What follows belongs to an exercise in optimizing a design on an open flow for small area; a production flow would make more cautious choices. Only simulation tests tie the RTL to the original design; equivalence was not proved. Power is estimated from default activity; no workload was simulated.

## job 103
==> flow/design.v <==
module median_filter (
    input rst,
    input [7:0] image_input,
    input enable,
    input enable_process,
    input clk,
    output [7:0] image_output
);
    localparam Depth = 8;  
    localparam Width = 6;  
    localparam N = Depth*Width;
    reg [8*N-1:0] ring;
    reg [5:0] k;
    wire [8*N-1:0] ring_next;
    wire rotate = enable_process & ~enable;  
    wire shift = enable | enable_process;
    ring_step #(.N(N)) step (.ring(ring), .image_input(image_input),
        .load(enable), .rotate(rotate), .shift(shift), .hold(~shift),
        .ring_next(ring_next));
    always @(posedge clk)
        ring <= ring_next;
    always @(posedge clk, posedge rst) begin
        if (rst)
            k <= 6'b111111;
        else if (enable_process)
            k <= k + 6'd1;
    end
    wire top    = (k[2:0] == 3'd0);
    wire bottom = (k[2:0] == 3'd7);
    wire left   = (k[5:3] == 3'd0);
    wire right  = (k[5:3] == 3'd5);
    wire [7:0] x [0:8];
    wire [8:0] valid;
    assign x[0] = ring[7:0];  assign valid[0] = 1'b1;               
    assign x[1] = ring[15:8];  assign valid[1] = ~top;               
    assign x[2] = ring[383:376]; assign valid[2] = ~bottom;            
    assign x[3] = ring[71:64];  assign valid[3] = ~left;              
    assign x[4] = ring[327:320]; assign valid[4] = ~right;             
    assign x[5] = ring[79:72];  assign valid[5] = ~(top | left);      
    assign x[6] = ring[63:56];  assign valid[6] = ~(bottom | left);   
    assign x[7] = ring[335:328]; assign valid[7] = ~(top | right);     
    assign x[8] = ring[319:312]; assign valid[8] = ~(bottom | right);  
    function maj9(input [8:0] v);
        reg lo0, lo1, lo2, me0, me1, me2, hi0, hi1, hi2;
        begin
            lo0 = v[0] & v[1] & v[2]; me0 = (v[0] & v[1]) | (v[0] & v[2]) | (v[1] & v[2]); hi0 = v[0] | v[1] | v[2];
            lo1 = v[3] & v[4] & v[5]; me1 = (v[3] & v[4]) | (v[3] & v[5]) | (v[4] & v[5]); hi1 = v[3] | v[4] | v[5];
            lo2 = v[6] & v[7] & v[8]; me2 = (v[6] & v[7]) | (v[6] & v[8]) | (v[7] & v[8]); hi2 = v[6] | v[7] | v[8];
            lo0 = lo0 | lo1 | lo2;
            me0 = (me0 & me1) | (me0 & me2) | (me1 & me2);
            hi0 = hi0 & hi1 & hi2;
            maj9 = (lo0 & me0) | (lo0 & hi0) | (me0 & hi0);
        end
    endfunction
    reg [8:0] e, lo, hi;
    reg [7:0] m;
    integer b;
    always @* begin
        lo = ~valid;
        hi = 9'd0;
        for (b = 7; b >= 0; b = b - 1) begin
            e = hi | (~lo & {x[8][b], x[7][b], x[6][b], x[5][b], x[4][b],
                             x[3][b], x[2][b], x[1][b], x[0][b]});
            m[b] = maj9(e);
            hi = hi | (e & {9{~m[b]}});
            lo = lo | (~e & {9{m[b]}});
        end
    end
    assign image_output = m;
endmodule
module ring_step #(parameter N = 48) (
    input [8*N-1:0] ring,
    input [7:0] image_input,
    input load,
    input rotate,
    input shift,
    input hold,
    output [8*N-1:0] ring_next
);
    assign ring_next[7:0] = ({8{load}} & image_input) | ({8{rotate}} & ring[8*N-1 -: 8]) |
                            ({8{hold}} & ring[7:0]);
    assign ring_next[8*N-1:8] = ({8*N-8{shift}} & ring[8*N-9:0]) | ({8*N-8{hold}} & ring[8*N-1:8]);
endmodule
==> flow/config.mk <==
export PLATFORM = sky130hd
export DESIGN_NAME = median_filter
export DESIGN_NICKNAME = median_filter
export VERILOG_FILES = /design/flow/design.v
export SDC_FILE = /design/flow/constraint.sdc
export NUM_CORES = 8
export LEC_CHECK = 0
export ABC_AREA = 1
export CAP_MARGIN = 20
export CORE_MARGIN = 2
export CORE_UTILIZATION = 60
export PLACE_DENSITY = 0.7
export SLEW_MARGIN = 20
export SYNTH_HIERARCHICAL = 1
==> flow/constraint.sdc <==
create_clock -name core_clock -period 50.0 [get_ports {clk}]
set_input_delay 10.0000 -clock core_clock [delete_from_list [all_inputs] [get_ports {clk}]]
set_output_delay 10.0000 -clock core_clock [all_outputs]
set_load 0.01 [all_outputs]
standard.sh (not shown) runs the stock make flow with config.mk's settings and CLKGATE_MAP_FILE= SYNTH_SCRIPT=/design/flow/synth_recipe.tcl, a recipe that flattens the netlist after the stock synthesis.
==> flow/flow/run.sh <==
#!/bin/bash
# Layout flow: the standard flow (standard.sh) with
#  - synthesis mapped by an area-oriented ABC script (flow/my_synth.tcl,
#    flow/area.abc); registers are the standard synthesis's,
#  - clock tree synthesis without dummy loads, with small clock buffers,
#  - the smallest buffer for the port buffers,
# Each tool writes its full log under orfs/logs/; make's output goes to run.log.
set -euo pipefail
W=$PWD
export MY_ABC_SCRIPT=$W/flow/area.abc
export FLOW_SYNTH_TCL=$W/synth_recipe.tcl
CTS="-sink_clustering_enable -repair_clock_nets -dont_use_dummy_load -buf_list sky130_fd_sc_hd__clkbuf_4 -sink_clustering_size 11 -sink_clustering_max_diameter 45"
bash standard.sh SYNTH_SCRIPT=$W/flow/my_synth.tcl "CTS_ARGS=$CTS" \
  "BUFFER_PORTS_ARGS=-buffer_cell sky130_fd_sc_hd__buf_1" \
  finish > run.log 2>&1
==> flow/flow/area.abc <==
strash
&get -n
&deepsyn -I 4 -J 20 -S 1
&st
&dch
&nf -R 1000
&put
topo
==> flow/flow/my_synth.tcl <==
# The standard synthesis (synth_recipe.tcl, sourced unchanged below) with
# one change: the final technology mapping (the abc command of ORFS's
# synth.tcl) uses the area-oriented ABC script MY_ABC_SCRIPT in place of
# ORFS's, without ABC's buffering and up-sizing. Registers are mapped before
# this step (dfflibmap), so they are the standard synthesis's.
proc abc {args} {
  set i [lsearch -exact $args -script]
  if {$i >= 0} { lset args [expr {$i + 1}] $::env(MY_ABC_SCRIPT) }
  puts "abc with $::env(MY_ABC_SCRIPT): $args"
  yosys abc {*}$args
}
source $::env(FLOW_SYNTH_TCL)
Changes in job 104 relative to job 103:
--- a/flow/design.v
+++ b/flow/design.v
@@ -8,29 +8,34 @@
 );
     localparam Depth = 8;  
     localparam Width = 6;  
     localparam N = Depth*Width;
     reg [8*N-1:0] ring;
-    reg [5:0] k;
+    reg [3:0] row;
+    reg [2:0] col;
     wire [8*N-1:0] ring_next;
     wire rotate = enable_process & ~enable;  
     wire shift = enable | enable_process;
     ring_step #(.N(N)) step (.ring(ring), .image_input(image_input),
         .load(enable), .rotate(rotate), .shift(shift), .hold(~shift),
         .ring_next(ring_next));
     always @(posedge clk)
         ring <= ring_next;
+    wire top    = ~row[3] & ~row[0];
+    wire bottom = row[3] & ~row[2];
+    wire left   = ~col[2] & ~col[0];
+    wire right  = col[2] & ~col[1];
     always @(posedge clk, posedge rst) begin
-        if (rst)
-            k <= 6'b111111;
-        else if (enable_process)
-            k <= k + 6'd1;
+        if (rst) begin
+            row <= 4'b1000;
+            col <= 3'b100;
+        end else if (enable_process) begin
+            row <= {row[2:0], ~row[3]};
+            if (bottom)
+                col <= {col[1:0], ~col[2]};
+        end
     end
-    wire top    = (k[2:0] == 3'd0);
-    wire bottom = (k[2:0] == 3'd7);
-    wire left   = (k[5:3] == 3'd0);
-    wire right  = (k[5:3] == 3'd5);
     wire [7:0] x [0:8];
     wire [8:0] valid;
     assign x[0] = ring[7:0];  assign valid[0] = 1'b1;               
     assign x[1] = ring[15:8];  assign valid[1] = ~top;               
     assign x[2] = ring[383:376]; assign valid[2] = ~bottom;            
Findings:
Gate count after technology mapping ended up 9 lower on job 104 than on job 103.
Diff job 103 -> job 104 | latest clock arrival within the worst-skew pair | decrease of 30 ps
Compared to job 103, job 104 has met1 demand-to-capacity share in global routing 0.69 points higher.
Final standard cell count with taps included and fillers excluded: higher on job 103
Per the comparison of job 104 with job 103, share of power burned in the clock network up 1.5 points, number of sequential cells barely changed, worst-case register-to-register setup slack ~0 delta.

separate check: timing with driven ports:
No port has a modelled driver above. Below, the same layouts with a new extraction and two added sets of constraints.
Step 1 assumes that a clkbuf_16 drives the clock port and a buf_2 every other input.
Step 2 times the ports against the registers' clock, not the clock port: input delays grow and output delays shrink by t, the midpoint of the rising clock arrivals with the driver on.
Three values: no drivers, after step 1, after step 2; two values: the first two.
run	t (ns)	setup slack, ns	hold slack, ns	clock arrival spread, ns	worst slew at a driven data input, ns
job 103	0.681	24.637 / 24.595 / 25.276	0.464 / 0.464 / 0.464	0.051 / 0.050	0.03
job 104	0.660	24.586 / 24.545 / 25.205	0.404 / 0.404 / 0.404	0.096 / 0.095	0.03
After both steps setup and hold are still met in every run listed.
